Context: an optimization exercise on an open-source flow, tuned for small area and a short achievable clock period. The choices shown serve that exercise and are no tape-out recipe. Function was not checked in any run shown here: the RTL went through the layout flow alone. No activity file was given, so power comes from the tool's default toggle rates.

File: flow/config.mk
export PLATFORM = sky130hd
export DESIGN_NAME = fp_mul
export DESIGN_NICKNAME = fp_mul
export VERILOG_FILES = /design/flow/design.v
export SDC_FILE = /design/flow/constraint.sdc
export NUM_CORES = 4
export LEC_CHECK = 0
export CAP_MARGIN = 20
export CORE_MARGIN = 2
export CORE_UTILIZATION = 40
export SLEW_MARGIN = 20
File: flow/constraint.sdc
create_clock -name core_clock -period 5.3 [get_ports {clk}]
set_input_delay 1.0600 -clock core_clock [delete_from_list [all_inputs] [get_ports {clk}]]
set_output_delay 1.0600 -clock core_clock [all_outputs]
set_load 0.01 [all_outputs]
File: flow/design.v
module fp1(sig1, sig2, rx, ry);
input wire [10:0] sig1, sig2;
output wire [21:0] rx, ry;    
wire pp_0_0 = sig1[0] & sig2[0];
wire pp_0_1 = sig1[0] & sig2[1];
wire pp_0_2 = sig1[0] & sig2[2];
wire pp_0_3 = sig1[0] & sig2[3];
wire pp_0_4 = sig1[0] & sig2[4];
wire pp_0_5 = sig1[0] & sig2[5];
wire pp_0_6 = sig1[0] & sig2[6];
wire pp_0_7 = sig1[0] & sig2[7];
wire pp_0_8 = sig1[0] & sig2[8];
wire pp_0_9 = sig1[0] & sig2[9];
wire pp_0_10 = sig1[0] & sig2[10];
wire pp_1_0 = sig1[1] & sig2[0];
wire pp_1_1 = sig1[1] & sig2[1];
wire pp_1_2 = sig1[1] & sig2[2];
wire pp_1_3 = sig1[1] & sig2[3];
wire pp_1_4 = sig1[1] & sig2[4];
wire pp_1_5 = sig1[1] & sig2[5];
wire pp_1_6 = sig1[1] & sig2[6];
wire pp_1_7 = sig1[1] & sig2[7];
wire pp_1_8 = sig1[1] & sig2[8];
wire pp_1_9 = sig1[1] & sig2[9];
wire pp_1_10 = sig1[1] & sig2[10];
wire pp_2_0 = sig1[2] & sig2[0];
wire pp_2_1 = sig1[2] & sig2[1];
wire pp_2_2 = sig1[2] & sig2[2];
wire pp_2_3 = sig1[2] & sig2[3];
wire pp_2_4 = sig1[2] & sig2[4];
wire pp_2_5 = sig1[2] & sig2[5];
wire pp_2_6 = sig1[2] & sig2[6];
wire pp_2_7 = sig1[2] & sig2[7];
wire pp_2_8 = sig1[2] & sig2[8];
wire pp_2_9 = sig1[2] & sig2[9];
wire pp_2_10 = sig1[2] & sig2[10];
wire pp_3_0 = sig1[3] & sig2[0];
wire pp_3_1 = sig1[3] & sig2[1];
wire pp_3_2 = sig1[3] & sig2[2];
wire pp_3_3 = sig1[3] & sig2[3];
wire pp_3_4 = sig1[3] & sig2[4];
wire pp_3_5 = sig1[3] & sig2[5];
wire pp_3_6 = sig1[3] & sig2[6];
wire pp_3_7 = sig1[3] & sig2[7];
wire pp_3_8 = sig1[3] & sig2[8];
wire pp_3_9 = sig1[3] & sig2[9];
wire pp_3_10 = sig1[3] & sig2[10];
wire pp_4_0 = sig1[4] & sig2[0];
wire pp_4_1 = sig1[4] & sig2[1];
wire pp_4_2 = sig1[4] & sig2[2];
wire pp_4_3 = sig1[4] & sig2[3];
wire pp_4_4 = sig1[4] & sig2[4];
wire pp_4_5 = sig1[4] & sig2[5];
wire pp_4_6 = sig1[4] & sig2[6];
wire pp_4_7 = sig1[4] & sig2[7];
wire pp_4_8 = sig1[4] & sig2[8];
wire pp_4_9 = sig1[4] & sig2[9];
wire pp_4_10 = sig1[4] & sig2[10];
wire pp_5_0 = sig1[5] & sig2[0];
wire pp_5_1 = sig1[5] & sig2[1];
wire pp_5_2 = sig1[5] & sig2[2];
wire pp_5_3 = sig1[5] & sig2[3];
wire pp_5_4 = sig1[5] & sig2[4];
wire pp_5_5 = sig1[5] & sig2[5];
wire pp_5_6 = sig1[5] & sig2[6];
wire pp_5_7 = sig1[5] & sig2[7];
wire pp_5_8 = sig1[5] & sig2[8];
wire pp_5_9 = sig1[5] & sig2[9];
wire pp_5_10 = sig1[5] & sig2[10];
wire pp_6_0 = sig1[6] & sig2[0];
wire pp_6_1 = sig1[6] & sig2[1];
wire pp_6_2 = sig1[6] & sig2[2];
wire pp_6_3 = sig1[6] & sig2[3];
wire pp_6_4 = sig1[6] & sig2[4];
wire pp_6_5 = sig1[6] & sig2[5];
wire pp_6_6 = sig1[6] & sig2[6];
wire pp_6_7 = sig1[6] & sig2[7];
wire pp_6_8 = sig1[6] & sig2[8];
wire pp_6_9 = sig1[6] & sig2[9];
wire pp_6_10 = sig1[6] & sig2[10];
wire pp_7_0 = sig1[7] & sig2[0];
wire pp_7_1 = sig1[7] & sig2[1];
wire pp_7_2 = sig1[7] & sig2[2];
wire pp_7_3 = sig1[7] & sig2[3];
wire pp_7_4 = sig1[7] & sig2[4];
wire pp_7_5 = sig1[7] & sig2[5];
wire pp_7_6 = sig1[7] & sig2[6];
wire pp_7_7 = sig1[7] & sig2[7];
wire pp_7_8 = sig1[7] & sig2[8];
wire pp_7_9 = sig1[7] & sig2[9];
wire pp_7_10 = sig1[7] & sig2[10];
wire pp_8_0 = sig1[8] & sig2[0];
wire pp_8_1 = sig1[8] & sig2[1];
wire pp_8_2 = sig1[8] & sig2[2];
wire pp_8_3 = sig1[8] & sig2[3];
wire pp_8_4 = sig1[8] & sig2[4];
wire pp_8_5 = sig1[8] & sig2[5];
wire pp_8_6 = sig1[8] & sig2[6];
wire pp_8_7 = sig1[8] & sig2[7];
wire pp_8_8 = sig1[8] & sig2[8];
wire pp_8_9 = sig1[8] & sig2[9];
wire pp_8_10 = sig1[8] & sig2[10];
wire pp_9_0 = sig1[9] & sig2[0];
wire pp_9_1 = sig1[9] & sig2[1];
wire pp_9_2 = sig1[9] & sig2[2];
wire pp_9_3 = sig1[9] & sig2[3];
wire pp_9_4 = sig1[9] & sig2[4];
wire pp_9_5 = sig1[9] & sig2[5];
wire pp_9_6 = sig1[9] & sig2[6];
wire pp_9_7 = sig1[9] & sig2[7];
wire pp_9_8 = sig1[9] & sig2[8];
wire pp_9_9 = sig1[9] & sig2[9];
wire pp_9_10 = sig1[9] & sig2[10];
wire pp_10_0 = sig1[10] & sig2[0];
wire pp_10_1 = sig1[10] & sig2[1];
wire pp_10_2 = sig1[10] & sig2[2];
wire pp_10_3 = sig1[10] & sig2[3];
wire pp_10_4 = sig1[10] & sig2[4];
wire pp_10_5 = sig1[10] & sig2[5];
wire pp_10_6 = sig1[10] & sig2[6];
wire pp_10_7 = sig1[10] & sig2[7];
wire pp_10_8 = sig1[10] & sig2[8];
wire pp_10_9 = sig1[10] & sig2[9];
wire pp_10_10 = sig1[10] & sig2[10];
wire hs0;
wire hc0;
wire hs1;
wire hc1;
wire fs0;
wire fc0;
wire hs2;
wire hc2;
wire fs1;
wire fc1;
wire fs2;
wire fc2;
wire hs3;
wire hc3;
wire fs3;
wire fc3;
wire fs4;
wire fc4;
wire fs5;
wire fc5;
wire hs4;
wire hc4;
wire fs6;
wire fc6;
wire fs7;
wire fc7;
wire fs8;
wire fc8;
wire fs9;
wire fc9;
wire hs5;
wire hc5;
wire fs10;
wire fc10;
wire fs11;
wire fc11;
wire fs12;
wire fc12;
wire fs13;
wire fc13;
wire fs14;
wire fc14;
wire hs6;
wire hc6;
wire fs15;
wire fc15;
wire fs16;
wire fc16;
wire fs17;
wire fc17;
wire fs18;
wire fc18;
wire fs19;
wire fc19;
wire fs20;
wire fc20;
wire hs7;
wire hc7;
wire fs21;
wire fc21;
wire fs22;
wire fc22;
wire fs23;
wire fc23;
wire fs24;
wire fc24;
wire fs25;
wire fc25;
wire fs26;
wire fc26;
wire fs27;
wire fc27;
wire hs8;
wire hc8;
wire fs28;
wire fc28;
wire fs29;
wire fc29;
wire fs30;
wire fc30;
wire fs31;
wire fc31;
wire fs32;
wire fc32;
wire fs33;
wire fc33;
wire fs34;
wire fc34;
wire fs35;
wire fc35;
wire hs9;
wire hc9;
wire fs36;
wire fc36;
wire fs37;
wire fc37;
wire fs38;
wire fc38;
wire fs39;
wire fc39;
wire fs40;
wire fc40;
wire fs41;
wire fc41;
wire fs42;
wire fc42;
wire fs43;
wire fc43;
wire fs44;
wire fc44;
wire fs45;
wire fc45;
wire fs46;
wire fc46;
wire fs47;
wire fc47;
wire fs48;
wire fc48;
wire fs49;
wire fc49;
wire fs50;
wire fc50;
wire fs51;
wire fc51;
wire fs52;
wire fc52;
wire fs53;
wire fc53;
wire fs54;
wire fc54;
wire fs55;
wire fc55;
wire fs56;
wire fc56;
wire fs57;
wire fc57;
wire fs58;
wire fc58;
wire fs59;
wire fc59;
wire fs60;
wire fc60;
wire fs61;
wire fc61;
wire fs62;
wire fc62;
wire fs63;
wire fc63;
wire fs64;
wire fc64;
wire fs65;
wire fc65;
wire fs66;
wire fc66;
wire fs67;
wire fc67;
wire fs68;
wire fc68;
wire fs69;
wire fc69;
wire fs70;
wire fc70;
wire fs71;
wire fc71;
wire fs72;
wire fc72;
wire fs73;
wire fc73;
wire fs74;
wire fc74;
wire fs75;
wire fc75;
wire fs76;
wire fc76;
wire fs77;
wire fc77;
wire fs78;
wire fc78;
wire fs79;
wire fc79;
assign hs0 = pp_0_2 ^ pp_1_1;
assign hc0 = pp_0_2 & pp_1_1;
assign hs1 = pp_0_3 ^ pp_1_2;
assign hc1 = pp_0_3 & pp_1_2;
assign fs0 = pp_2_1 ^ pp_3_0 ^ hc0;
assign fc0 = (pp_2_1 & pp_3_0) | (hc0 & (pp_2_1 ^ pp_3_0));
assign hs2 = pp_0_4 ^ pp_1_3;
assign hc2 = pp_0_4 & pp_1_3;
assign fs1 = pp_2_2 ^ pp_3_1 ^ pp_4_0;
assign fc1 = (pp_2_2 & pp_3_1) | (pp_4_0 & (pp_2_2 ^ pp_3_1));
assign fs2 = hc1 ^ hs2 ^ fc0;
assign fc2 = (hc1 & hs2) | (fc0 & (hc1 ^ hs2));
assign hs3 = pp_0_5 ^ pp_1_4;
assign hc3 = pp_0_5 & pp_1_4;
assign fs3 = pp_2_3 ^ pp_3_2 ^ pp_4_1;
assign fc3 = (pp_2_3 & pp_3_2) | (pp_4_1 & (pp_2_3 ^ pp_3_2));
assign fs4 = pp_5_0 ^ hc2 ^ hs3;
assign fc4 = (pp_5_0 & hc2) | (hs3 & (pp_5_0 ^ hc2));
assign fs5 = fc1 ^ fs3 ^ fs4;
assign fc5 = (fc1 & fs3) | (fs4 & (fc1 ^ fs3));
assign hs4 = pp_0_6 ^ pp_1_5;
assign hc4 = pp_0_6 & pp_1_5;
assign fs6 = pp_2_4 ^ pp_3_3 ^ pp_4_2;
assign fc6 = (pp_2_4 & pp_3_3) | (pp_4_2 & (pp_2_4 ^ pp_3_3));
assign fs7 = pp_5_1 ^ pp_6_0 ^ hc3;
assign fc7 = (pp_5_1 & pp_6_0) | (hc3 & (pp_5_1 ^ pp_6_0));
assign fs8 = hs4 ^ fc3 ^ fs6;
assign fc8 = (hs4 & fc3) | (fs6 & (hs4 ^ fc3));
assign fs9 = fc4 ^ fs7 ^ fs8;
assign fc9 = (fc4 & fs7) | (fs8 & (fc4 ^ fs7));
assign hs5 = pp_0_7 ^ pp_1_6;
assign hc5 = pp_0_7 & pp_1_6;
assign fs10 = pp_2_5 ^ pp_3_4 ^ pp_4_3;
assign fc10 = (pp_2_5 & pp_3_4) | (pp_4_3 & (pp_2_5 ^ pp_3_4));
assign fs11 = pp_5_2 ^ pp_6_1 ^ pp_7_0;
assign fc11 = (pp_5_2 & pp_6_1) | (pp_7_0 & (pp_5_2 ^ pp_6_1));
assign fs12 = hc4 ^ hs5 ^ fc6;
assign fc12 = (hc4 & hs5) | (fc6 & (hc4 ^ hs5));
assign fs13 = fc7 ^ fs10 ^ fs11;
assign fc13 = (fc7 & fs10) | (fs11 & (fc7 ^ fs10));
assign fs14 = fc8 ^ fs12 ^ fs13;
assign fc14 = (fc8 & fs12) | (fs13 & (fc8 ^ fs12));
assign hs6 = pp_0_8 ^ pp_1_7;
assign hc6 = pp_0_8 & pp_1_7;
assign fs15 = pp_2_6 ^ pp_3_5 ^ pp_4_4;
assign fc15 = (pp_2_6 & pp_3_5) | (pp_4_4 & (pp_2_6 ^ pp_3_5));
assign fs16 = pp_5_3 ^ pp_6_2 ^ pp_7_1;
assign fc16 = (pp_5_3 & pp_6_2) | (pp_7_1 & (pp_5_3 ^ pp_6_2));
assign fs17 = pp_8_0 ^ hc5 ^ hs6;
assign fc17 = (pp_8_0 & hc5) | (hs6 & (pp_8_0 ^ hc5));
assign fs18 = fc10 ^ fc11 ^ fs15;
assign fc18 = (fc10 & fc11) | (fs15 & (fc10 ^ fc11));
assign fs19 = fs16 ^ fc12 ^ fs17;
assign fc19 = (fs16 & fc12) | (fs17 & (fs16 ^ fc12));
assign fs20 = fc13 ^ fs18 ^ fs19;
assign fc20 = (fc13 & fs18) | (fs19 & (fc13 ^ fs18));
assign hs7 = pp_0_9 ^ pp_1_8;
assign hc7 = pp_0_9 & pp_1_8;
assign fs21 = pp_2_7 ^ pp_3_6 ^ pp_4_5;
assign fc21 = (pp_2_7 & pp_3_6) | (pp_4_5 & (pp_2_7 ^ pp_3_6));
assign fs22 = pp_5_4 ^ pp_6_3 ^ pp_7_2;
assign fc22 = (pp_5_4 & pp_6_3) | (pp_7_2 & (pp_5_4 ^ pp_6_3));
assign fs23 = pp_8_1 ^ pp_9_0 ^ hc6;
assign fc23 = (pp_8_1 & pp_9_0) | (hc6 & (pp_8_1 ^ pp_9_0));
assign fs24 = hs7 ^ fc15 ^ fc16;
assign fc24 = (hs7 & fc15) | (fc16 & (hs7 ^ fc15));
assign fs25 = fs21 ^ fs22 ^ fc17;
assign fc25 = (fs21 & fs22) | (fc17 & (fs21 ^ fs22));
assign fs26 = fs23 ^ fc18 ^ fs24;
assign fc26 = (fs23 & fc18) | (fs24 & (fs23 ^ fc18));
assign fs27 = fs25 ^ fc19 ^ fs26;
assign fc27 = (fs25 & fc19) | (fs26 & (fs25 ^ fc19));
assign hs8 = pp_0_10 ^ pp_1_9;
assign hc8 = pp_0_10 & pp_1_9;
assign fs28 = pp_2_8 ^ pp_3_7 ^ pp_4_6;
assign fc28 = (pp_2_8 & pp_3_7) | (pp_4_6 & (pp_2_8 ^ pp_3_7));
assign fs29 = pp_5_5 ^ pp_6_4 ^ pp_7_3;
assign fc29 = (pp_5_5 & pp_6_4) | (pp_7_3 & (pp_5_5 ^ pp_6_4));
assign fs30 = pp_8_2 ^ pp_9_1 ^ pp_10_0;
assign fc30 = (pp_8_2 & pp_9_1) | (pp_10_0 & (pp_8_2 ^ pp_9_1));
assign fs31 = hc7 ^ hs8 ^ fc21;
assign fc31 = (hc7 & hs8) | (fc21 & (hc7 ^ hs8));
assign fs32 = fc22 ^ fc23 ^ fs28;
assign fc32 = (fc22 & fc23) | (fs28 & (fc22 ^ fc23));
assign fs33 = fs29 ^ fs30 ^ fc24;
assign fc33 = (fs29 & fs30) | (fc24 & (fs29 ^ fs30));
assign fs34 = fs31 ^ fc25 ^ fs32;
assign fc34 = (fs31 & fc25) | (fs32 & (fs31 ^ fc25));
assign fs35 = fc26 ^ fs33 ^ fs34;
assign fc35 = (fc26 & fs33) | (fs34 & (fc26 ^ fs33));
assign hs9 = pp_1_10 ^ pp_2_9;
assign hc9 = pp_1_10 & pp_2_9;
assign fs36 = pp_3_8 ^ pp_4_7 ^ pp_5_6;
assign fc36 = (pp_3_8 & pp_4_7) | (pp_5_6 & (pp_3_8 ^ pp_4_7));
assign fs37 = pp_6_5 ^ pp_7_4 ^ pp_8_3;
assign fc37 = (pp_6_5 & pp_7_4) | (pp_8_3 & (pp_6_5 ^ pp_7_4));
assign fs38 = pp_9_2 ^ pp_10_1 ^ hc8;
assign fc38 = (pp_9_2 & pp_10_1) | (hc8 & (pp_9_2 ^ pp_10_1));
assign fs39 = hs9 ^ fc28 ^ fc29;
assign fc39 = (hs9 & fc28) | (fc29 & (hs9 ^ fc28));
assign fs40 = fc30 ^ fs36 ^ fs37;
assign fc40 = (fc30 & fs36) | (fs37 & (fc30 ^ fs36));
assign fs41 = fs38 ^ fc31 ^ fc32;
assign fc41 = (fs38 & fc31) | (fc32 & (fs38 ^ fc31));
assign fs42 = fs39 ^ fs40 ^ fc33;
assign fc42 = (fs39 & fs40) | (fc33 & (fs39 ^ fs40));
assign fs43 = fs41 ^ fc34 ^ fs42;
assign fc43 = (fs41 & fc34) | (fs42 & (fs41 ^ fc34));
assign fs44 = pp_2_10 ^ pp_3_9 ^ pp_4_8;
assign fc44 = (pp_2_10 & pp_3_9) | (pp_4_8 & (pp_2_10 ^ pp_3_9));
assign fs45 = pp_5_7 ^ pp_6_6 ^ pp_7_5;
assign fc45 = (pp_5_7 & pp_6_6) | (pp_7_5 & (pp_5_7 ^ pp_6_6));
assign fs46 = pp_8_4 ^ pp_9_3 ^ pp_10_2;
assign fc46 = (pp_8_4 & pp_9_3) | (pp_10_2 & (pp_8_4 ^ pp_9_3));
assign fs47 = hc9 ^ fc36 ^ fc37;
assign fc47 = (hc9 & fc36) | (fc37 & (hc9 ^ fc36));
assign fs48 = fc38 ^ fs44 ^ fs45;
assign fc48 = (fc38 & fs44) | (fs45 & (fc38 ^ fs44));
assign fs49 = fs46 ^ fc39 ^ fc40;
assign fc49 = (fs46 & fc39) | (fc40 & (fs46 ^ fc39));
assign fs50 = fs47 ^ fs48 ^ fc41;
assign fc50 = (fs47 & fs48) | (fc41 & (fs47 ^ fs48));
assign fs51 = fs49 ^ fc42 ^ fs50;
assign fc51 = (fs49 & fc42) | (fs50 & (fs49 ^ fc42));
assign fs52 = pp_3_10 ^ pp_4_9 ^ pp_5_8;
assign fc52 = (pp_3_10 & pp_4_9) | (pp_5_8 & (pp_3_10 ^ pp_4_9));
assign fs53 = pp_6_7 ^ pp_7_6 ^ pp_8_5;
assign fc53 = (pp_6_7 & pp_7_6) | (pp_8_5 & (pp_6_7 ^ pp_7_6));
assign fs54 = pp_9_4 ^ pp_10_3 ^ fc44;
assign fc54 = (pp_9_4 & pp_10_3) | (fc44 & (pp_9_4 ^ pp_10_3));
assign fs55 = fc45 ^ fc46 ^ fs52;
assign fc55 = (fc45 & fc46) | (fs52 & (fc45 ^ fc46));
assign fs56 = fs53 ^ fc47 ^ fs54;
assign fc56 = (fs53 & fc47) | (fs54 & (fs53 ^ fc47));
assign fs57 = fc48 ^ fs55 ^ fc49;
assign fc57 = (fc48 & fs55) | (fc49 & (fc48 ^ fs55));
assign fs58 = fs56 ^ fc50 ^ fs57;
assign fc58 = (fs56 & fc50) | (fs57 & (fs56 ^ fc50));
assign fs59 = pp_4_10 ^ pp_5_9 ^ pp_6_8;
assign fc59 = (pp_4_10 & pp_5_9) | (pp_6_8 & (pp_4_10 ^ pp_5_9));
assign fs60 = pp_7_7 ^ pp_8_6 ^ pp_9_5;
assign fc60 = (pp_7_7 & pp_8_6) | (pp_9_5 & (pp_7_7 ^ pp_8_6));
assign fs61 = pp_10_4 ^ fc52 ^ fc53;
assign fc61 = (pp_10_4 & fc52) | (fc53 & (pp_10_4 ^ fc52));
assign fs62 = fs59 ^ fs60 ^ fc54;
assign fc62 = (fs59 & fs60) | (fc54 & (fs59 ^ fs60));
assign fs63 = fc55 ^ fs61 ^ fs62;
assign fc63 = (fc55 & fs61) | (fs62 & (fc55 ^ fs61));
assign fs64 = fc56 ^ fs63 ^ fc57;
assign fc64 = (fc56 & fs63) | (fc57 & (fc56 ^ fs63));
assign fs65 = pp_5_10 ^ pp_6_9 ^ pp_7_8;
assign fc65 = (pp_5_10 & pp_6_9) | (pp_7_8 & (pp_5_10 ^ pp_6_9));
assign fs66 = pp_8_7 ^ pp_9_6 ^ pp_10_5;
assign fc66 = (pp_8_7 & pp_9_6) | (pp_10_5 & (pp_8_7 ^ pp_9_6));
assign fs67 = fc59 ^ fc60 ^ fs65;
assign fc67 = (fc59 & fc60) | (fs65 & (fc59 ^ fc60));
assign fs68 = fs66 ^ fc61 ^ fs67;
assign fc68 = (fs66 & fc61) | (fs67 & (fs66 ^ fc61));
assign fs69 = fc62 ^ fs68 ^ fc63;
assign fc69 = (fc62 & fs68) | (fc63 & (fc62 ^ fs68));
assign fs70 = pp_6_10 ^ pp_7_9 ^ pp_8_8;
assign fc70 = (pp_6_10 & pp_7_9) | (pp_8_8 & (pp_6_10 ^ pp_7_9));
assign fs71 = pp_9_7 ^ pp_10_6 ^ fc65;
assign fc71 = (pp_9_7 & pp_10_6) | (fc65 & (pp_9_7 ^ pp_10_6));
assign fs72 = fc66 ^ fs70 ^ fc67;
assign fc72 = (fc66 & fs70) | (fc67 & (fc66 ^ fs70));
assign fs73 = fs71 ^ fc68 ^ fs72;
assign fc73 = (fs71 & fc68) | (fs72 & (fs71 ^ fc68));
assign fs74 = pp_7_10 ^ pp_8_9 ^ pp_9_8;
assign fc74 = (pp_7_10 & pp_8_9) | (pp_9_8 & (pp_7_10 ^ pp_8_9));
assign fs75 = pp_10_7 ^ fc70 ^ fs74;
assign fc75 = (pp_10_7 & fc70) | (fs74 & (pp_10_7 ^ fc70));
assign fs76 = fc71 ^ fs75 ^ fc72;
assign fc76 = (fc71 & fs75) | (fc72 & (fc71 ^ fs75));
assign fs77 = pp_8_10 ^ pp_9_9 ^ pp_10_8;
assign fc77 = (pp_8_10 & pp_9_9) | (pp_10_8 & (pp_8_10 ^ pp_9_9));
assign fs78 = fc74 ^ fs77 ^ fc75;
assign fc78 = (fc74 & fs77) | (fc75 & (fc74 ^ fs77));
assign fs79 = pp_9_10 ^ pp_10_9 ^ fc77;
assign fc79 = (pp_9_10 & pp_10_9) | (fc77 & (pp_9_10 ^ pp_10_9));
assign rx = {1'b0, pp_10_10, fc78, fc76, fc73, fc69, fc64, fc58, fc51, fc43, fc35, fc27, fc20, fc14, fc9, fc5, fc2, fs1, hs1, pp_2_0, pp_0_1, pp_0_0};
assign ry = {1'b0, fc79, fs79, fs78, fs76, fs73, fs69, fs64, fs58, fs51, fs43, fs35, fs27, fs20, fs14, fs9, fs5, fs2, fs0, hs0, pp_1_0, 1'b0};
endmodule
module fp2(s, e, sign, fp_result, under, over);
input wire [20:9] s;
input wire [4:0] e;
input wire sign;
output wire [15:0] fp_result;
output wire under, over;
wire [4:0] te = s[20] ? e : e + 5'd1;
wire [10:0] ts = s[20] ? s[19:9] : s[20:10];
assign fp_result = {sign, te[3:0], ts};
assign under = te > 5'd24;
assign over = te[4];
endmodule
module fp_mul(clk, op1, op2, result, under, over);
input wire clk;
input wire [15:0] op1, op2;
output wire [15:0] result;
output wire under, over;
reg [10:0] sa, sb;
reg [4:0] e1;
reg sg1;
always @(posedge clk)
begin
	sa <= op1[10:0];
	sb <= op2[10:0];
	e1 <= {1'b0, op1[14:11]} + {1'b0, op2[14:11]} - 5'd7;
	sg1 <= op1[15] ^ op2[15];
end
wire [21:0] rx, ry;
fp1 stage1(.sig1(sa), .sig2(sb), .rx(rx), .ry(ry));
wire [21:0] prod = rx + ry;
reg [20:9] s;
reg [4:0] e2;
reg sg2;
always @(posedge clk)
begin
	s <= prod[20:9];
	e2 <= e1;
	sg2 <= sg1;
end
fp2 stage2(.s(s), .e(e2), .sign(sg2), .fp_result(result), .under(under), .over(over));
endmodule
File: flow/run.sh
#!/bin/bash
# synth_recipe.tcl (not shown) runs the flow's synth.tcl, then flattens the netlist and writes it again
# the make line also repeats each setting of config.mk as NAME=value (left out here)
make -C /OpenROAD-flow-scripts/flow DESIGN_CONFIG=/design/flow/config.mk WORK_HOME=/design/flow/orfs CLKGATE_MAP_FILE= SYNTH_SCRIPT=/design/flow/synth_recipe.tcl finish
==> results of run 1 <==
[metrics by stage]
step | instance area [sq um] | utilization (%) | total power, uW | worst slack, ns | hold WS [ns]
after global placement | 5500 | 45.8 | 2160 | 0.724 | 0.311
after global routing | 5680 | 47.3 | 2810 | 0.316 | 0.333
after floorplan | 4910 | - | 1720 | 0.928 | 0.310
final | 5680 | 47.3 | 2540 | 0.613 | 0.328
after detailed placement | 5500 | 45.8 | 2180 | 0.631 | 0.312
after CTS | 5680 | 47.3 | 2570 | 0.614 | 0.328
[worst reg2reg max path, stage by stage (launching register included)]
cell and delay [ns]:
dfxtp_1 0.52, and2_1 0.19, ha_1 0.15, inv_1 0.05
fa_1 0.38, fa_1 0.42, fa_1 0.37, inv_1 0.08
fa_1 0.41, inv_1 0.08, fa_1 0.40, inv_1 0.07
ha_1 0.27, a21oi_1 0.22, o21ai_0 0.27, or2_2 0.37
o31ai_1 0.24, xnor2_1 0.10
[synth_stat cells, drive strengths merged (2+ instances only)]
master | instances | area share, %
and2 | 74 | 9.4
nand3 | 3 | 0.31
nor2 | 6 | 0.46
clkbuf | 23 | 1.8
and3 | 3 | 0.38
a211oi | 2 | 0.31
a21oi | 9 | 0.99
or2 | 3 | 0.38
o311a | 2 | 0.41
o21ai | 7 | 0.71
o22ai | 2 | 0.25
nor3 | 2 | 0.20
fa | 81 | 33
nor2b | 3 | 0.38
a211o | 2 | 0.36
xor2 | 8 | 1.4
nand2 | 50 | 3.8
xnor2 | 12 | 2.1
mux2 | 11 | 2.5
ha | 36 | 9.2
buf | 2 | 0.38
inv | 114 | 8.7
o31ai | 2 | 0.31
dfxtp | 46 | 19
nand4 | 2 | 0.25
a21o | 2 | 0.31
o21a | 3 | 0.61
[cells by family (layout without fill, tap and decap cells)]
logic type	count (synthesis)	in the layout	share of synthesized area, %
flip-flops	46	46	18.8
AND/OR/NAND/NOR	150	150	16.3
multiplexers	11	11	2.52
XOR/XNOR	20	20	3.57
AO/OA/AOI/OAI	38	38	5.81
buffers and inverters	139	174	10.9
adder cells (fa/ha/maj)	117	117	42.2
[routing by layer]
| metal | GRT usage [%] | wire length, um | up-vias |
|---|---|---|---|
| met2 | 30.5 | 4980 | 78 |
| li1 | - | - | 1629 |
| met3 | 2.74 | 436 | 14 |
| met4 | 5.62 | 200 | 0 |
| met5 | 0 | 0 | - |
| met1 | 24.1 | 4970 | 1674 |
[power breakdown]
part           total, uW  internal, uW  switching [uW]
Clock                373           226             147
Sequential           512           441            70.2
Combinational       1660           813             843
Total               2540          1480            1060
[state kept, by name (all words and copies together) (netlist names)]
register  flops
s            12
sa           11
sb           11
e1            5
e2            5
sg1           1
sg2           1
[path summary, 6_finish.rpt]
check | from | endpoint | slack [ns] | cells after the start
worst min register to register | e1[3] | e2[3] | 0.33 | 0
worst max register to register | sb[8] | s[20] | 0.61 | 17
worst min-delay path | e1[3] | e2[3] | 0.33 | 0
worst max-delay path | sb[8] | s[20] | 0.61 | 17
[cell type report]
class                           count  share of cell area [%]
Multi-Input combinational cell    336                    60.9
Sequential cell                    46                    16.2
Timing Repair Buffer               52                    9.08
Inverter                          114                    7.54
Tap cell                          147                    3.24
Clock buffer                        5                    2.20
Clock inverter                      3                   0.859
==> results_dict.tcl, run 1 <==
set metrics [dict create \
    finalHoldViolCount 0 \
    clock.fmax_ghz 0.213 \
    cp_slowest_stage_delay_ns 0.52 \
    ys_types 42 \
    ir_drop_uv 218 \
    startpoint_type "register" \
    cp-end-kind "register" \
    worstSetupPathType "register to register" \
    synth-seq-cells 46 \
    grt_pass1_wl_mm 18.2 \
    dp.cells 695 \
    drc_errors 0 \
    drt-initial-drc-count 152 \
    final_cell_mix "114 x inv_1, 81 x fa_1, 74 x and2_1" \
    port_buffers 50 \
    cp_common_cell "fa_1" \
    synth_fp_nets 671 \
    grt.overflow.total 0 \
    synth_seq_area_share_pct 18.8 \
    syn_area_per_cell_sq_um 9.42 \
    hold_class "register to register" \
    post_cts_resized 0 \
    cts_hold_buf 0 \
    cp_max_fo 11 \
    crit_chain "and2_1 > ha_1 > inv_1 > fa_1 > fa_1 > fa_1 > inv_1 > fa_1 > inv_1 > fa_1 > inv_1 > ha_1 > a21oi_1 > o21ai_0 > or2_2 > o31ai_1 > xnor2_1" \
    slew_headroom_pct 56.7 \
    leakage_uw 0.00274 \
    cts_tree "built" \
    worst_clock_skew_ns 0.00531 \
    rows 40 \
    p_per_area_nw_per_um2 447 \
    antenna_cells 0 \
    die_w_um 115 \
    syn_area_sq_um 4910 \
    async_flop_share_pct 0 \
    worstMarginPinSlew_ns 0.643 \
    gp_congestion 0.837 \
    syn2layout_area_growth_pct 15.6 \
    wl_per_cell_um 15.1 \
    rsz0062_at_grt "no" \
    first_pass_iters 4 \
    finalNonFillerCells 703 \
    detail-route-antenna-nets 0 \
    clock-sinks 46 \
    fin_nets 705 \
    cp_slowest_cell "dfxtp_1" \
    coreArea_sq_um 12000 \
    cp_top_family "adder cells" \
    root_buffer "clkbuf_16" \
    grt_pass1_vias 3714 \
    htreeDepth 2 \
    tns_ns 0 \
    finalSetupViolations 0 \
    via_per_inst 4.83 \
    regArea_sq_um 921 \
    syn_inst 521 \
    slew_violations 0 \
    multi_input_area_sq_um 3460 \
    yosys_warnings 1 \
    grtUsageTotal_pct 18.1 \
    clk_latency_ns 0.30 \
    num_vias 3395 \
    layout_commonest_cell "inv_1" \
    dieArea_sq_um 13200 \
    critPathBufInv 4 \
    cts_buffers 5 \
    wl_mm 10.6 \
    boundaryPins 51 \
    finalCriticalPeriod_ns 4.69 \
    fillers 1158 \
    drive_gt1_share_pct 5.04 \
    hpwlAfterDp_mm 8.61 \
    start_util_pct 40.9 \
    postCtsSetupBuffers 0 \
    clockBufferDepth 2 \
    clk_pin_slew_ns 0.07 \
    die_y_um 115 \
    worstPathArrival_ns 4.87 \
    status "complete, no violations" \
    synth-edff-count 0 \
    required_ns 5.48 \
    antenna_found_initial 0 \
    finalCritPeriodShare_pct 88.4 \
    maxCapViolations 0 \
    grt_start_max_net_pins 17 \
    synth-main-ff-cell "dfxtp_1" \
]
==> run 2, diff against run 1 <==
--- a/flow/config.mk
+++ b/flow/config.mk
@@ -9,3 +9,4 @@
 export CORE_MARGIN = 2
 export CORE_UTILIZATION = 40
+export SETUP_SLACK_MARGIN = 1.6
 export SLEW_MARGIN = 20
==> results_dict.tcl, run 2 <==
set metrics [dict create \
    start_util_pct 40.9 \
    fin_nets 731 \
    worstPathArrival_ns 4.18 \
    leakage_uw 0.00288 \
    slew_headroom_pct 61.0 \
    ir_drop_uv 328 \
    synth-seq-cells 46 \
    die_y_um 115 \
    via_per_inst 4.83 \
    synth-main-ff-cell "dfxtp_1" \
    yosys_warnings 1 \
    cts_hold_buf 0 \
    port_buffers 50 \
    netlist.area_leader.share_pct 33.0 \
    worst_clock_skew_ns 0.00710 \
    p_per_area_nw_per_um2 516 \
    first_pass_iters 4 \
    rsz0062_at_grt "yes" \
    synthMostInstantiatedCell "inv_1" \
    regMostFlops "s" \
    syn2layout_area_growth_pct 27.7 \
    cts_buffers 5 \
    maxUsedRoutingLayer "met4" \
    clk_pin_slew_ns 0.07 \
    boundaryPins 51 \
    gp_congestion 0.834 \
    clockBufferDepth 2 \
    cp_top_family "adder cells" \
    cp-end-kind "register" \
    cp_max_fo 9 \
    drc_errors 0 \
    rows 40 \
    hold_class "register to register" \
    largest_register_ffs 12 \
    fillers 1111 \
    synth_commonest_cells "114 x inv_1, 81 x fa_1, 74 x and2_1" \
    required_ns 5.49 \
    htreeDepth 2 \
    regArea_sq_um 990 \
    critPathBufInv 3 \
    clk_latency_ns 0.29 \
    syn_area_sq_um 4910 \
    grt_pass1_wl_mm 18.4 \
    synth_top_cell_by_area "fa_1" \
    syn_inst 521 \
    drive_gt1_share_pct 23.2 \
    finalCriticalPeriod_ns 4.00 \
    grt_start_max_net_pins 16 \
    wl_met3_um 466 \
    async_flop_share_pct 0 \
    cp_slowest_stage_delay_ns 0.53 \
    cp_common_cell "fa_1" \
    grt.overflow.total 0 \
    clock.fmax_ghz 0.250 \
    drt-met1-wl_mm 4.85 \
    worstMarginPinSlew_ns 0.584 \
    root_buffer "clkbuf_16" \
    finalHoldViolCount 0 \
    clock-sinks 46 \
    antenna_found_initial 0 \
    layout_commonest_cell "inv_1" \
    fin_util_pct 52.2 \
    finalSetupViolations 0 \
    die_w_um 115 \
    maxCapViolations 0 \
    multi_input_area_sq_um 3750 \
    met2_length_mm 5.20 \
    status "complete, no violations" \
    dieArea_sq_um 13200 \
    startpoint_type "register" \
    ys_types 42 \
    power.total_uw 3230 \
    grt_pass1_vias 3852 \
    synth_fp_nets 671 \
    worst-path-stages 15 \
    synth_area_leaders "fa_1 33%, dfxtp_1 19%, and2_1 9.4%, ha_1 9.2%, inv_1 8.7%" \
    grtUsageTotal_pct 18.0 \
    finalCritPeriodShare_pct 75.4 \
    min_path_cells 0 \
    final_cell_mix "101 x inv_1, 70 x and2_1, 69 x fa_1" \
    wl_per_cell_um 14.8 \
    wl_mm 10.8 \
    detail-route-antenna-nets 0 \
    worstSetupPathType "register to register" \
    syn_area_per_cell_sq_um 9.42 \
    synth-edff-count 0 \
    synth_seq_area_share_pct 18.8 \
    hpwlAfterDp_mm 8.16 \
    reg.largest.list "s: 12 flops, sa: 11 flops, sb: 11 flops" \
    tns_ns 0 \
    antenna_cells 0 \
    coreArea_sq_um 12000 \
    crit_chain "and2_1 > ha_1 > fa_2 > fa_1 > fa_1 > inv_2 > fa_1 > inv_2 > ha_4 > and3_4 > and3_4 > o21a_4 > buf_4 > nor2_2 > xnor2_1" \
    drt-initial-drc-count 140 \
    num_vias 3518 \
    cp_slowest_cell "fa_1" \
    cts_tree "built" \
    slew_violations 0 \
    ff2ff_path_depth 15 \
]
run 2: cell counts after synthesis:
No cell type changed its count.
run 2: cells by family after synthesis:
family,after synthesis,share of synthesized area (%)
and+or+nand+nor,150,16.3
xor gates and xnor gates,20,3.57
buffers and inverters,139,10.9
AOI/OAI and AO/OA,38,5.81
muxes,11,2.52
DFF,46,18.8
adders and majority gates,117,42.2
run 2: worst reg2reg max path, delay by kind of cell, from the launching register on:
family	cells	cell delay, ns
AO/OA/AOI/OAI	1	0.19
flip-flops	1	0.38
buffers and inverters	3	0.22
adder cells (fa/ha/maj)	6	2.41
XOR/XNOR	1	0.11
AND/OR/NAND/NOR	4	0.59
run 2: per-stage QoR:
stage	cell area, sq um	cells	hold slack, ns	setup WS (ns)
after floorplan	5040	521	0.310	1.36
after global placement	5580	693	0.311	0.992
after detailed placement	5580	693	0.312	0.931
after CTS	6180	724	0.327	1.31
after global routing	6270	729	0.330	1.13
final	6270	729	0.326	1.30
run 2: path summary, 6_finish.rpt:
kind | slack [ns] | start | to
min | 0.33 | e1[3] | e2[3]
max | 1.30 | sb[10] | s[15]
min reg2reg | 0.33 | e1[3] | e2[3]
max reg2reg | 1.30 | sb[10] | s[15]
run 2: power by group:
| group | leakage, uW | internal, uW | switching (uW) | total [uW] |
|---|---|---|---|---|
| Clock | 0.0000842 | 224 | 143 | 367 |
| Combinational | 0.00241 | 1260 | 1100 | 2360 |
| Sequential | 0.000394 | 439 | 70.8 | 510 |
| Total | 0.00288 | 1920 | 1310 | 3230 |
run 2: metal layers:
metal,up-vias,global-route usage (%)
li1,1676,-
met5,-,0
met2,79,30.8
met4,0,6.51
met1,1741,23.4
met3,22,2.48
run 2: layout make-up:
cell class / instances / share of cell area, %
Multi-Input combinational cell: 336 / 59.8
Sequential cell: 46 / 15.8
Timing Repair Buffer: 78 / 12.0
Inverter: 114 / 6.82
Tap cell: 147 / 2.93
Clock buffer: 5 / 2.00
Clock inverter: 3 / 0.698
run 2: what timing repair did:
item | CTS | global route
pin swaps | 28 | 15
setup buffers | 23 | 5
gates resized for setup | 74 | 20
endpoints found under the setup margin | 12 | 12
==> run 3, diff against run 2 <==
--- a/flow/config.mk
+++ b/flow/config.mk
@@ -9,4 +9,4 @@
 export CORE_MARGIN = 2
 export CORE_UTILIZATION = 40
-export SETUP_SLACK_MARGIN = 1.6
+export SETUP_SLACK_MARGIN = 1.0
 export SLEW_MARGIN = 20
==> results_dict.tcl, run 3 <==
set metrics [dict create \
    status "complete, no violations" \
    rows 40 \
    async_flop_share_pct 0 \
    drt-initial-drc-count 191 \
    num_vias 3475 \
    clock_power_share_pct 13.8 \
    p_per_area_nw_per_um2 462 \
    synth_commonest_cells "114 x inv_1, 81 x fa_1, 74 x and2_1" \
    required_ns 5.49 \
    leakage_uw 0.00277 \
    detail-route-antenna-nets 0 \
    clockBufferDepth 2 \
    synthMostInstantiatedCell "inv_1" \
    port_buffers 50 \
    synth-main-ff-cell "dfxtp_1" \
    wl_mm 10.7 \
    yosys_warnings 1 \
    power.internal_uw 1570 \
    boundaryPins 51 \
    drc_errors 0 \
    dieArea_sq_um 13200 \
    start_util_pct 40.9 \
    clk_pin_slew_ns 0.07 \
    synth-seq-cells 46 \
    via_per_inst 4.90 \
    clock.fmax_ghz 0.241 \
    grt_pass1_wl_mm 18.4 \
    share_comb_of_total_power_pct 67.3 \
    syn2layout_area_growth_pct 18.8 \
    layout_commonest_cell "inv_1" \
    rsz0062_at_grt "no" \
    htreeDepth 2 \
    finalSetupViolations 0 \
    synth-edff-count 0 \
    seqPwrFrac_pct 18.9 \
    synth_seq_area_share_pct 18.8 \
    tns_ns 0 \
    largest_register_ffs 12 \
    clock-sinks 46 \
    maxCapViolations 0 \
    worst_clock_skew_ns 0.00731 \
    switchingPower_uw 1120 \
    grt.overflow.total 0 \
    finalCritPeriodShare_pct 78.1 \
    final_cell_mix "113 x inv_1, 80 x fa_1, 74 x and2_1" \
    cp-end-kind "register" \
    ff2ff_path_depth 16 \
    min_path_cells 0 \
    hold_class "register to register" \
    clk_latency_ns 0.30 \
    ys_types 42 \
    grtUsageTotal_pct 18.1 \
    root_buffer "clkbuf_16" \
    slew_headroom_pct 60.3 \
    finalCriticalPeriod_ns 4.14 \
    fillers 1137 \
    die_y_um 115 \
    gp_congestion 0.831 \
    swShare_pct 41.6 \
    antenna_found_initial 0 \
    wl_per_cell_um 15.1 \
    syn_area_per_cell_sq_um 9.42 \
    antenna_cells 0 \
    regMostFlops "s" \
    finalHoldViolCount 0 \
    cts_buffers 5 \
    grt_pass1_vias 3882 \
    grt_start_max_net_pins 17 \
    syn_inst 521 \
    ir_drop_uv 268 \
    cp_max_fo 11 \
    hpwlAfterDp_mm 8.44 \
    synth_fp_nets 671 \
    netlist.area_leader.share_pct 33.0 \
    reg.largest.list "s: 12 flops, sa: 11 flops, sb: 11 flops" \
    slew_violations 0 \
    synth_top_cell_by_area "fa_1" \
    cts_tree "built" \
    startpoint_type "register" \
    die_w_um 115 \
    worstSetupPathType "register to register" \
    synth_area_leaders "fa_1 33%, dfxtp_1 19%, and2_1 9.4%, ha_1 9.2%, inv_1 8.7%" \
    fin_nets 711 \
    drive_gt1_share_pct 11.7 \
    syn_area_sq_um 4910 \
    worstPathArrival_ns 4.33 \
    hold_slack_ns 0.328 \
    worstMarginPinSlew_ns 0.595 \
    coreArea_sq_um 12000 \
    first_pass_iters 4 \
]
## run 3: cell counts after synthesis
No cell type changed its count.
## run 3: worst max-delay path, stage by stage, from the launching register on
cell and delay [ns]:
dfxtp_2 0.39, and2_1 0.20, fa_1 0.41, fa_1 0.37, inv_1 0.08, fa_1 0.41, inv_1 0.09, fa_1 0.40
inv_1 0.08, fa_1 0.41, inv_1 0.07, ha_2 0.31, a21oi_2 0.18, o21ai_2 0.11, or2_4 0.26, o31ai_4 0.18
xnor2_1 0.09
## run 3: cells by family (layout without fill, tap and decap cells)
family / Yosys count / in the layout / share of synthesized area [%]
muxes: 11 / 11 / 2.52
and+or+nand+nor: 150 / 150 / 16.3
xor gates and xnor gates: 20 / 20 / 3.57
adders and majority gates: 117 / 117 / 42.2
DFF: 46 / 46 / 18.8
AOI/OAI and AO/OA: 38 / 38 / 5.81
buffers and inverters: 139 / 180 / 10.9
## run 3: power groups by stage
stage / Clock (uW) / Combinational [uW] / Sequential [uW]
finish: 374 / 1810 / 509
global route: 402 / 2040 / 524
CTS: 390 / 1690 / 514
detailed placement: 0 / 1660 / 521
global placement: 0 / 1650 / 519
floorplan: 0 / 1250 / 470
## run 3: path summary, 6_finish.rpt
| check | startpoint | end | slack, ns |
|---|---|---|---|
| max | sb[9] | s[20] | 1.16 |
| min | e1[0] | e2[0] | 0.33 |
| max reg2reg | sb[9] | s[20] | 1.16 |
| min reg2reg | e1[0] | e2[0] | 0.33 |
## run 3: routing by layer
layer / part of all wire [%] / up-vias / global-route usage, %
li1: - / 1642 / -
met1: 45 / 1732 / 23.1
met2: 47 / 75 / 30.3
met3: 4.9 / 26 / 3.32
met4: 3.2 / 0 / 7.79
met5: 0 / - / 0
## run 3: timing repair
action                                  4_1_cts  5_1_grt
hold endpoints to repair                      0        0
endpoints found under the setup margin        5        9
pin swaps                                     0        4
gates resized for setup                      22       21
hold buffers                                  0        0
setup buffers                                 0        7
## run 3: layout make-up
class	instances	area, sq um	share of cell area (%)
Timing Repair Buffer	58	556	9.52
Tap cell	147	184	3.15
Clock buffer	5	125	2.15
Sequential cell	46	966	16.6
Clock inverter	3	48.8	0.837
Inverter	114	428	7.34
Multi-Input combinational cell	336	3530	60.4
## run 3: metrics by stage
step                      util, %  total power, uW  area [sq um]  setup slack, ns  cells
after global routing         48.6             2970          5830            0.984    709
after global placement       45.8             2160          5500            0.822    694
after CTS                    47.5             2600          5710            0.981    702
final                        48.6             2700          5830             1.16    709
after detailed placement     45.8             2180          5500            0.762    694
after floorplan                 -             1720          4910             1.04    521

## static timing again, ports no longer ideal
The results above use ideal ports. As a check the final layouts listed here were re-extracted and re-timed, cells and wires unchanged.
Step 1 assumes that a clkbuf_16 drives the clock port and a buf_2 every other input.
Step 2 times the ports against the registers' clock, not the clock port: input delays grow and output delays shrink by t, the midpoint of the rising clock arrivals with the driver on.
Three values: ideal ports, drivers, drivers and shift; two values: the first two.
| run | t (ns) | slack for setup (ns) | hold slack, ns | worst setup path at the end | worst data-port slew with drivers (ns) |
|---|---|---|---|---|---|
| run 1 | 0.333 | 0.613 / 0.613 / 0.613 | 0.328 / 0.328 / 0.328 | register to register | 0.03 |
| run 2 | 0.327 | 1.304 / 1.304 / 1.304 | 0.326 / 0.326 / 0.326 | register to register | 0.04 |
| run 3 | 0.332 | 1.159 / 1.159 / 1.159 | 0.328 / 0.328 / 0.328 | register to register | 0.06 |
After both steps setup and hold are still met in every run listed.
